This is an optimization exercise on Yosys and OpenROAD, whose aim is small area, not a production implementation.
Only simulation tests tie the RTL to the original design; equivalence was not proved.
No activity file was given, so power comes from the tool's default toggle rates.

===== design/flow/design.v =====
module counter( clk, reset, begin_count, count);
input clk, reset;
input begin_count;
output [3:0] count;
reg [3:0] count;
always @ (posedge clk)
begin
	if (reset == 0)
		begin
			count <= 0;
		end
	else if((count == 15) || (count > 15))
		begin
			count <= 0;
		end
	else
		begin
			begin
				if (begin_count == 1 )
					begin
						count <= count + 1;
					end
				else
					begin
						count <= count;
					end
			end
		end
end 
endmodule
module randomNumGenerator (clk, reset, b_in, count);
input clk, reset;
input b_in;
output [3:0] count;
assign b_in_inverted = ~b_in;
counter rng_counter (clk, reset, b_in_inverted, count);
endmodule
module fourBitAdder (in1, in2, sum);
input [3:0] in1, in2;
output [3:0] sum;
reg [3:0] sum;
	always @ (in1, in2)
	 begin 
	     sum = in1 + in2;
	 end
endmodule
module hexFdetector (hex_in, out_sigRed, out_sigGreen);
input [3:0] hex_in;
output out_sigRed, out_sigGreen;
reg out_sigRed, out_sigGreen;
	always @ (hex_in)
		if (hex_in == 4'b1111)
		  begin
			out_sigGreen = 1; out_sigRed = 0;
		  end
		else
		  begin
			out_sigRed = 1; out_sigGreen = 0;
		  end
endmodule
module loadreg ( clk, reset, load, fourBitIn, fourBitOut );
input clk, reset, load;
input [3:0] fourBitIn; 
output [3:0] fourBitOut;
reg [3:0] fourBitOut;
always @ (posedge clk)
begin 
	if ( reset == 1)
	 begin
	  if ( load == 1)
	    begin
	     fourBitOut <= fourBitIn;
	    end
	  end
	else if (reset == 0)
	 begin
	   fourBitOut <= 4'b0000;
	 end
end 
endmodule
module sevenSegDisplayDecoder (fourbit_in, sevenbit_out);
input [3:0] fourbit_in;
output [6:0] sevenbit_out;
reg [6:0] sevenbit_out;
	always @ (fourbit_in)
		begin
			case (fourbit_in)
				4'b0000:
				begin
					sevenbit_out = 7'b1000000;
				end	
				4'b0001:
				begin
					sevenbit_out = 7'b1001111;
				end	
				4'b0010:
				begin
					sevenbit_out = 7'b0100100;
				end	
				4'b0011:
				begin
					sevenbit_out = 7'b0110000;
				end	
				4'b0100:
				begin
					sevenbit_out = 7'b0011001;
				end	
				4'b0101:
				begin
					sevenbit_out = 7'b0010010;
				end	
				4'b0110:
				begin
					sevenbit_out = 7'b0000010;
				end	
				4'b0111:
				begin
					sevenbit_out = 7'b1111000;
				end	
				4'b1000:
				begin
					sevenbit_out = 7'b0000000;
				end	
				4'b1001:
				begin
					sevenbit_out = 7'b0010000;
				end	
				4'b1010:
				begin
					sevenbit_out = 7'b0001000;
				end	
				4'b1011:
				begin
					sevenbit_out = 7'b0000011;
				end	
				4'b1100:
				begin
					sevenbit_out = 7'b1000110;
				end	
				4'b1101:
				begin
					sevenbit_out = 7'b0100001;
				end	
				4'b1110:
				begin
					sevenbit_out = 7'b0000110;
				end	
				4'b1111:
				begin
					sevenbit_out = 7'b0001110;
				end	
				default:
				begin
					sevenbit_out = 7'b0000000;
				end
			endcase
		end
endmodule
module singlePulseButton (b_in, pulse, clk, rst);
input b_in;
input clk, rst;
output pulse;
reg pulse;
reg [1:0] state, nextState;
parameter s_init = 0, s_pulse = 1, s_wait = 2;
always @ ( state, b_in)
	begin
	 case (state)
	   s_init:
	    begin 
	     pulse = 0;
		if (b_in == 1)
		 begin
		  nextState = s_init;
		 end
		else
		 begin
		  nextState = s_pulse;
		 end
       	     end
	    s_pulse:
	     begin
	       pulse = 1;
	       nextState = s_wait;
	     end
	    s_wait:
	      begin
 		pulse = 0;
		  if (b_in == 0)
		    begin
		     nextState = s_wait;
		    end
		  else
		    begin
		     nextState = s_init;
		    end
	      end
	     default:
	       begin
	         pulse = 0;
	         nextState = s_init;
	       end 
	   endcase
	end
always @ (posedge clk) 
	begin
	  if (rst == 0)
	    begin
	      state <= s_init;
	    end
	  else
	    begin
	      state <= nextState;
	    end
	 end
endmodule 
module timer(clk, reset, reconfig, setDigit, decrement, do_not_borrow_nextDigit, do_not_borrow_currentDigit, borrow, digit);
input clk, reset;
input reconfig;
input [3:0] setDigit;
input decrement;
input do_not_borrow_nextDigit;
output reg do_not_borrow_currentDigit;
output reg borrow;
output reg [3:0] digit;
always @ (posedge clk)
	begin
		if(reset == 0)
			begin
				do_not_borrow_currentDigit <= 1;
				borrow <= 0;
				digit <= 4'b0000;
			end
		else
			begin
				if(reconfig == 1)
					begin
						do_not_borrow_currentDigit <= 0;
						if(setDigit > 9)
							begin
								digit <= 4'b1001;
							end
						else if (setDigit == 0)
							begin
								do_not_borrow_currentDigit <= 1;
							end
						else
							begin
								digit <= setDigit;
							end
					end
				else
					begin
						if(decrement == 1)
							begin
								if(digit == 4'b0000)
									begin
										if(do_not_borrow_nextDigit == 1)
											begin
												do_not_borrow_currentDigit <= 1;
											end
										else
											begin
												borrow <= 1;
												digit <= 4'b1001;
											end
									end
								else
									begin             
										borrow <= 0;
										digit <= digit - 1;       
										if(digit == 1)        
											begin
												if(do_not_borrow_nextDigit == 1)
													begin
														do_not_borrow_currentDigit <= 1;
													end
											end
									end
							end
						else
							begin
								digit <= digit;
								borrow <= 0;
							end
					end
			end
	end
endmodule				
module countDownToZero(clk, reset, reconfig, setDigit_tens, setDigit_units, decrement, do_not_borrow_currentDigit, digit_tens, digit_units); 
input clk, reset;
input reconfig;
input decrement;
input [3:0] setDigit_units;
input [3:0] setDigit_tens;
output do_not_borrow_currentDigit;
output [3:0] digit_units;
output [3:0] digit_tens;
wire borrow;
wire do_not_borrow;
wire makeit1 ;
assign makeit1 = 1'b1;
wire makeit0;
timer TimerTens(clk, reset, reconfig, setDigit_tens, borrow, makeit1, do_not_borrow, makeit0, digit_tens);
timer TimerUnits(clk, reset, reconfig, setDigit_units, decrement, do_not_borrow, do_not_borrow_currentDigit, borrow, digit_units);
endmodule
module Timer1ms(clk, reset, enable, timeOut);
input clk, reset;
input enable;
output timeOut;
reg timeOut;
reg [15:0] counter;
always @ (posedge clk)
begin
	if (reset == 0)
	begin
		timeOut <= 0;
		counter <= 0;
	end
	else
	begin
		if(enable == 0)
			begin
				counter <=0;
				timeOut <=0;
			end
		else
			begin
				if (counter >99)
					begin
						counter<=0;
					end
				else if(counter == 99)
					begin
						counter <= 0;
						timeOut <= 1;
					end
				else
					begin 
						timeOut <= 0;
						counter <= counter + 1;
				   end 
			end
		end
end
endmodule
module CountTo100(clk, reset, count, timeOut);
input clk, reset;
input count;
output timeOut;
reg timeOut;
reg [0:6] counter;
always @ (posedge clk)
begin
	if (reset == 0)
	begin
		timeOut <= 0;
		counter <= 0;
	end
	else
	begin
		if(count == 0)
			begin
				counter <= counter;
				timeOut <= 0;
			end
		else 
			begin
				if(counter >100)
					begin
						counter<=0;
					end
				else if(counter == 100)
					begin
						counter <= 0;
						timeOut <= 1;
					end
				else
					begin 
						timeOut <= 0;
						counter <= counter + 1;
					end 
			end
	 end
end
endmodule
module CountTo10(clk, reset, count, timeOut);
input clk, reset;
input count;
output timeOut;
reg timeOut;
reg [0:3] counter;
always @ (posedge clk)
begin
	if (reset == 0)
	begin
		timeOut <= 0;
		counter <= 0;
	end
	else
	begin
		if(count == 0)
			begin
				counter <= counter;
				timeOut <= 0;
			end
		else 
			begin
				if(counter >10)
					begin
						counter<=0;
					end
				else if(counter == 10)
					begin
						counter <= 0;
						timeOut <= 1;
					end
				else
					begin 
						timeOut <= 0;
						counter <= counter + 1;
					end 
		     end
		end
end
endmodule
module Timer100ms(clk, reset, enable, timeOut);
input clk, reset;
input enable; 
output timeOut;
wire count;
Timer1ms Timer1ms_1(clk, reset, enable, count);
CountTo100 CountTo100_1(clk, reset, count, timeOut);
endmodule
module TimerOneSecond(clk, reset, enable, timeOut);
input clk, reset;
input enable; 
output timeOut;
wire count1;
Timer100ms Timer100ms_2(clk, reset, enable, count1);
CountTo10 CountTo10_2(clk, reset, count1, timeOut);
endmodule
module access_control (     clk, reset, load_sig_RNG, load_sig_2,  load_password, pushButtonLoad_RNG, pushButtonLoad2, passinput4bit, timeout, 
  reconfig, enable, passredled, passgreenled); 
input clk, reset;
input load_password;       
input [3:0] passinput4bit;
input pushButtonLoad_RNG, pushButtonLoad2 ;    
input timeout;
reg flag;
reg [3:0] state;
output load_sig_RNG, load_sig_2;   
output passredled, passgreenled;
output reconfig, enable;
reg reconfig, enable;
reg passredled, passgreenled;
reg load_sig_RNG, load_sig_2 ;
reg enable_internal;
wire timeout_internal;
reg watchdogTimer;
parameter s1 = 0, s2 = 1, s3 = 2, s4 = 3, s5 = 4, s6 = 5, s7 = 6, s8 = 7, s9 = 8, s10 = 9, s11 = 10, s12 = 11, pause = 12, pause2 = 13, pause3 = 14;
TimerOneSecond TimerOneSecond_internal (clk, reset, enable_internal, timeout_internal);
always @ (posedge clk)
 begin 
	if (reset == 0)
	 begin 
	  flag <=1;
	  load_sig_RNG <= 1;     
	  load_sig_2 <= 0;    
	  passredled <= 1;
	  passgreenled <= 0;
	  state <= s1;
	  enable <= 0;
	  enable_internal <= 0;
	  reconfig <= 0;
	 end
	else
	 begin
	 load_sig_RNG <= 1;
	  case (state)
	   s1:
	    begin
		passgreenled <= 0;
		passredled <= 1;
		enable_internal <= 0;
	     if (load_password == 1)
	      begin
	       if ( passinput4bit == 4'b0100)
		begin
		 state <= s2;
		 end 
		else
		 begin
		  flag <= 0;
		  state <= s2;
		 end
	        end
			else
		 begin
		  state <= s1;
		 end
	       end
	   s2:
	    begin
	     if (load_password == 1)
	      begin
	       if ( passinput4bit == 4'b0000)
		begin
		 state <= s3;
		 end 
		else
		 begin
		  flag <= 0;
		  state <= s3;
		 end
	        end
		else
		 begin
		  state <= s2;
		 end
	       end
	   s3:
	    begin
	     if (load_password == 1)
	      begin
	       if ( passinput4bit == 4'b0001)
		begin
		 state <= s4;
		 end 
		else
		 begin
		  flag <= 0;
		  state <= s4;
		 end
	        end
		else
		 begin
		  state <= s3;
		 end
	       end
	   s4:
	    begin
	     if (load_password == 1)
	      begin
	       if ( passinput4bit == 4'b0100)
		begin
		 state <= s5;
		 end 
		else
		 begin
		  flag <= 0;
		  state <= s5;
		 end
	        end
		else
		 begin
		  state <= s4;
		 end
	       end
	   s5:
	    begin
	     if (flag == 0)
	      begin
		 state <= s6;
	      end 
	       else
		 begin
		  state <= s7;
		 end
	        end
	   s6:
	    begin
	         flag <= 1;
		 state <= s1;
	    end 
	   s7:
	    begin
	    passgreenled <= 1;
	    passredled <= 0;
		state <= s8;
	    end
	   s8:
	    begin
		enable_internal <= 0;
		if(load_password == 0)
			begin
				state <= s8;
				reconfig <= 0;
			end
		else 
			begin
				reconfig <= 1;
				state <= s9;
			end
	    end 
		s9:
		begin
			reconfig <= 0;
			if(load_password == 0)
				begin
					state <= s9;
				end
			else 
				begin
					state <= s10;
				end
		end
		s10:
		begin
			load_sig_RNG <= pushButtonLoad_RNG;                      
			load_sig_2 <= pushButtonLoad2;               
			enable <= 1;
			enable_internal <= 0;
			watchdogTimer <= 0;
			if(timeout == 1)
				begin
					state <= s11;
				end
			else 
				begin
					if(load_password == 1)
						begin
							enable_internal <= 1;
							state <= pause;
						end
					else
						begin
							state <= s10;
						end
				end
		end
		pause:
		begin
			load_sig_2 <=0;
			load_sig_RNG <= 1;
			enable <= 0;
			if(timeout_internal == 0)
				begin
					if(load_password == 1)
						begin 
							state <= pause2;
							enable_internal <= 0;
						end
					else
						begin
							state <= pause;
						end
				end
			else
				begin
					watchdogTimer <= 1;
					enable_internal <= 0;
				end
			if (watchdogTimer == 1)
				begin
					if(load_password == 1)
						begin 
							state <= s10;
						end
					else
						begin
							state <= pause;
						end
				end
		end
		pause2:
		begin
			watchdogTimer <= 0;
			enable_internal <= 1;
			if(timeout_internal == 0)
				begin
					if(load_password == 1)
						begin
							state <= pause3;
							enable_internal <= 0;
						end
					else
						begin
							state <= pause2;
						end
				end
			else
				begin
					state <= s8;
					reconfig <= 1;
				end
		end
		pause3:
		begin
			state <= s1;
		end
		s11: 
		begin
			enable <= 0;
			load_sig_RNG <= 1;
			load_sig_2 <= 0;
			if (load_password <= 0)
				begin
					state <= s11;
				end
			else
				begin
					state <= s12;
				end
		end
		s12:
		begin
			if (load_password <= 0)
				begin
					state <= s12;
				end
			else
				begin
					state <= s8;
				end
		end
  	   default:
	     begin
	      state <= s1;
	     end
        endcase
       end
 end
endmodule
module LAB4_legacy_4014 ( clk, reset, bit4_player2, bit4_password, bit4_setDigit_units, bit4_setDigit_tens, pushButton_RNG, pushButton_player2, pushButton_password, 
		        seg7_CPU, seg7_player2, seg7_sum,seg7_units, seg7_tens, hexFdetection_led_red, hexFdetection_led_green, accessControl_led_red, accessControl_led_green);
input clk, reset;
input pushButton_RNG, pushButton_player2, pushButton_password;
input [3:0] bit4_player2, bit4_password;
input [3:0] bit4_setDigit_tens, bit4_setDigit_units;
output hexFdetection_led_red, hexFdetection_led_green, accessControl_led_red, accessControl_led_green;
output [6:0] seg7_CPU, seg7_player2, seg7_sum, seg7_units, seg7_tens;
wire load_sig_player1, load_sig_player2, pulse_player2, pulse_password;
wire [3:0] fourBitOut_player2, sum4bit, digit_tens, digit_units, count ;
wire load_sig_RNG, reconfig, decrement, enable, timeout;
access_control access_control1 (clk, reset, load_sig_RNG, load_sig_player2,  pulse_password, pushButton_RNG, pulse_player2, bit4_password, timeout, reconfig, enable, accessControl_led_red, accessControl_led_green);
randomNumGenerator randomNumGenerator1 (clk, reset, load_sig_RNG, count);
fourBitAdder adder (count, fourBitOut_player2, sum4bit);
hexFdetector win_detector (sum4bit, hexFdetection_led_red, hexFdetection_led_green);
loadreg loadreg_player2 ( clk, reset, load_sig_player2, bit4_player2, fourBitOut_player2 );
sevenSegDisplayDecoder sevenSegDisplayDecoder_CPU (count, seg7_CPU);
sevenSegDisplayDecoder sevenSegDisplayDecoder_player2 (fourBitOut_player2, seg7_player2);
sevenSegDisplayDecoder sevenSegDisplayDecoder_sum (sum4bit, seg7_sum);
sevenSegDisplayDecoder sevenSegDisplayDecoder_tens (digit_tens, seg7_tens);
sevenSegDisplayDecoder sevenSegDisplayDecoder_units (digit_units, seg7_units);
singlePulseButton singlePulseButton_player2 (pushButton_player2, pulse_player2, clk, reset);
singlePulseButton singlePulseButton_password (pushButton_password, pulse_password, clk, reset);
countDownToZero countDownToZero1(clk, reset, reconfig, bit4_setDigit_tens, bit4_setDigit_units, decrement, timeout, digit_tens, digit_units);
TimerOneSecond TimerOneSecond1(clk, reset, enable, decrement);
endmodule 

===== design/flow/run.sh =====
#!/bin/bash
# synth_recipe.tcl (not shown) runs the flow's synth.tcl, then flattens the netlist and writes it again
# the make line also repeats each setting of config.mk as NAME=value (left out here)
make -C /OpenROAD-flow-scripts/flow DESIGN_CONFIG=/design/flow/config.mk WORK_HOME=/design/flow/orfs CLKGATE_MAP_FILE= SYNTH_SCRIPT=/design/flow/synth_recipe.tcl finish

===== design/flow/config.mk =====
export PLATFORM = sky130hd
export DESIGN_NAME = LAB4_legacy_4014
export DESIGN_NICKNAME = LAB4_legacy_4014
export VERILOG_FILES = /design/flow/design.v
export SDC_FILE = /design/flow/constraint.sdc
export NUM_CORES = 4
export LEC_CHECK = 0
export CAP_MARGIN = 20
export CORE_MARGIN = 2
export CORE_UTILIZATION = 40
export SLEW_MARGIN = 20

===== design/flow/constraint.sdc =====
create_clock -name core_clock -period 10.0 [get_ports {clk}]
set_input_delay 2.0000 -clock core_clock [delete_from_list [all_inputs] [get_ports {clk}]]
set_output_delay 2.0000 -clock core_clock [all_outputs]
set_load 0.01 [all_outputs]

==> summary.txt <==
Top FF cell, synth=dfxtp_1; TritonCTS Sinks=124; Final Cell Area=7590 um2; status=finished clean; Peak VDD IR=0.000106 V; Final Total Pwr=1.15 mW; combinational fraction of design power=0.029; initial antenna violation count=0; Port Buf Inserts=59; Crit Path Max Fanout=14; ys async rst share=0; First-pass DRT Iterations=5; post-synthesis sequential area ratio=0.402; area grow syn2layout=22.3%; flops & latches, synth=124; syn_area_per_cell=8.53 um2; Routed WL per cell=13.0 um; crit-path cells=ha_1, a21o_1, a21oi_1, xnor2_1, nor2_1, a221o_1, clkdlybuf4s50_1; P per Cell Area=151 nW/um2; GRT Overall Usage=0.167; I/O pin count=60; share of cells above drive strength 1=0.0728; TritonCTS buffer count=17; Distinct cells, synth=72; CTS clk-pin slew, worst paths=50 ps; DRT Wirelength=13,000 um; post-route core utilization=0.499; Mapped Cells=727; Clk network pwr share=0.530; CTS tree=built; WP data arrival=3040 ps; Area contributors post-synth=dfxtp_1 40%, ha_1 7.3%, nor2_1 5.3%; worst hold path class=register to register; starting density of the core=0.408; post_cts resized=0; sw power=0.239 mW; YS warnings=12; Hold Buf Count CTS=0; Max-slew headroom=0.274; # DRC=0; Layout Nets=855; Clock Tree Root=clkbuf_16; final slew viol count=0; critical path class=register to output port; Final ANT Viol Nets=0; Critical Path Start Type=register; grt ovf=0; CTS H-Tree Depth=4; CP max stage cell=xnor2_1; Setup TNS=0 ps; FP Rows=45; Setup violations, final=0; placer congestion estimate=0.825; Post-synth EDFFs=1; Tcrit/Tclk final=0.504; Post-Synthesis Cell Area=6200 um2; Worst-Margin Slew=1080 ps; Post-CTS Setup Inserts=0; vias=5,212; RSZ-0062 raised after global routing=false; clock network latency to the later pin of the worst-skew pair=410 ps; share of power burned in registers=0.442; ant diodes=0; Max Root-Sink Buffers=2; largest net degree at the start of global routing=38; final worst clock skew=6.63 ps; 1st-iter DRT viols=328; Max Cap Viol=0; Switching Share=0.208; DIE HEIGHT=129 um; Setup crit end kind=output port; Pint=0.910 mW; Cell Area, Placed=6990 um2; core footprint=15,200 um2; fin crit period=5040 ps; Die X=129 um; full die area=16,500 um2; P_leak=3.00 nW; dominant cell type by area after synthesis=dfxtp_1; vias in the first global route=4,833; Max Fclk=198 MHz; worst path required time=8000 ps; CP peak stage delay=770 ps; Yosys top cell area share=0.397; first-pass GRT wire length=22,300 um; vias per inst=5.22; Hold Violations, Final=0; HPWL after DPL=9220 um
## power by group through the flow
stage	Combinational, mW	Clock [mW]	Sequential (mW)
6_report	0.0332	0.608	0.507
5_1_grt	0.0371	0.653	0.508
4_1_cts	0.0331	0.626	0.507
3_5_place_dp	0.0328	0	0.518
3_3_place_gp	0.0327	0	0.517
2_1_floorplan	0.0208	0	0.514
## worst max-delay path: cells and delay by family, from the launching register on
kind	cells	cell delay, ps
buf+inv	1	470
xor+xnor	1	770
compound gates	3	570
simple gates	1	160
flops	1	360
fa+ha+maj	1	300
## path summary, 6_finish.rpt
check | from | endpoint | slack, ps | depth (start not counted)
worst min register to register | singlePulseButton_player2.state[0]$_SDFF_PN0_ | singlePulseButton_player2.state[0]$_SDFF_PN0_ | 440 | 1
worst max-delay path | randomNumGenerator1.rng_counter.count[1]$_SDFFE_PP0N_ | seg7_sum[0] | 4960 | 7
worst max register to register | countDownToZero1.TimerUnits.digit[0]$_SDFFE_PN0N_ | seg7_units[3]$_DFF_P_ | 7060 | 9
worst min-delay path | singlePulseButton_player2.state[0]$_SDFF_PN0_ | singlePulseButton_player2.state[0]$_SDFF_PN0_ | 440 | 1
## kinds of logic (layout without fill, tap and decap cells)
logic type,count (synthesis),count (layout),synth area share
AOI/OAI and AO/OA,161,161,0.169
DFF,124,124,0.402
and+or+nand+nor,271,271,0.210
other,1,18,0.000605
adders and majority gates,37,37,0.0758
muxes,26,26,0.0486
buffers and inverters,74,140,0.0480
xor gates and xnor gates,33,33,0.0466
## layout by cell type, fill, tap and decap left out, types with 8 or more instances in the layout
cell and instances:
clkdlybuf4s50_1 59, dfxtp_1 123, inv_1 44, xnor2_1 19, mux2i_1 14, clkbuf_16 17
xor2_1 14, o21ai_0 41, nand3_1 15, nand2b_1 14, nor3_1 18, mux2_2 9
a21oi_1 41, ha_1 36, o22ai_1 11, nand2_1 79, a31oi_1 9, nor2_1 87
conb_1 18, o31ai_1 8, o211ai_1 8
## synthesized netlist by cell type, drive strengths merged, types with 11 or more instances
| cell type | number |
|---|---|
| clkbuf | 20 |
| mux2i | 14 |
| dfxtp | 123 |
| xor2 | 14 |
| nor3 | 18 |
| inv | 46 |
| ha | 36 |
| xnor2 | 19 |
| nor2 | 87 |
| nand2b | 15 |
| a21oi | 41 |
| nand2 | 79 |
| o22ai | 11 |
| nand3 | 15 |
| o21ai | 45 |
## metrics by stage
step	setup slack, ps	hold slack [ps]	instances
final	4960	440	998
after global routing	4730	474	998
after CTS	4940	440	998
after detailed placement	5400	432	966
after global placement	5490	426	966
after floorplan	6150	412	744
## routing by layer
layer | GRT usage | vias to the layer above | routed length [um]
li1 | - | 2665 | -
met3 | 0.0449 | 19 | 618
met4 | 0.0748 | 0 | 226
met1 | 0.208 | 2386 | 6070
met2 | 0.271 | 142 | 6060
met5 | 0 | - | 0
## cell type report
class / count / area, um2
Clock buffer: 23 / 488
Clock inverter: 9 / 111
Fill cell: 1439 / 7610
Inverter: 47 / 179
Multi-Input combinational cell: 546 / 3480
Sequential cell: 124 / 2490
Tap cell: 188 / 235
Timing Repair Buffer: 61 / 606

-- separate check: timing with driven ports --
No port has a modelled driver above. Below, the same layout with a new extraction and two added sets of constraints. Step 1 sets driving cells, clkbuf_16 on the clock port and buf_2 on the other inputs (assumed; they add their load-dependent delay and slew). Step 2 adds t to the input delays and takes it off the output delays; t is the mean of the earliest and latest rising clock arrival at the registers after step 1. Input paths then give back, and output paths get back, about the clock's delay inside the block. Slacks: no drivers / after step 1 / after step 2; pairs: no drivers / after step 1.
shift t [ns]: 0.449
slack for setup (ns): 4.956 / 4.918 / 5.367
worst setup path at the end: register to output
pins driven straight from the clock port: 1
After both steps this run still meets setup and hold. For this run, drivers alone change the setup slack by -0.038 ns; drivers and shift together by +0.411 ns.
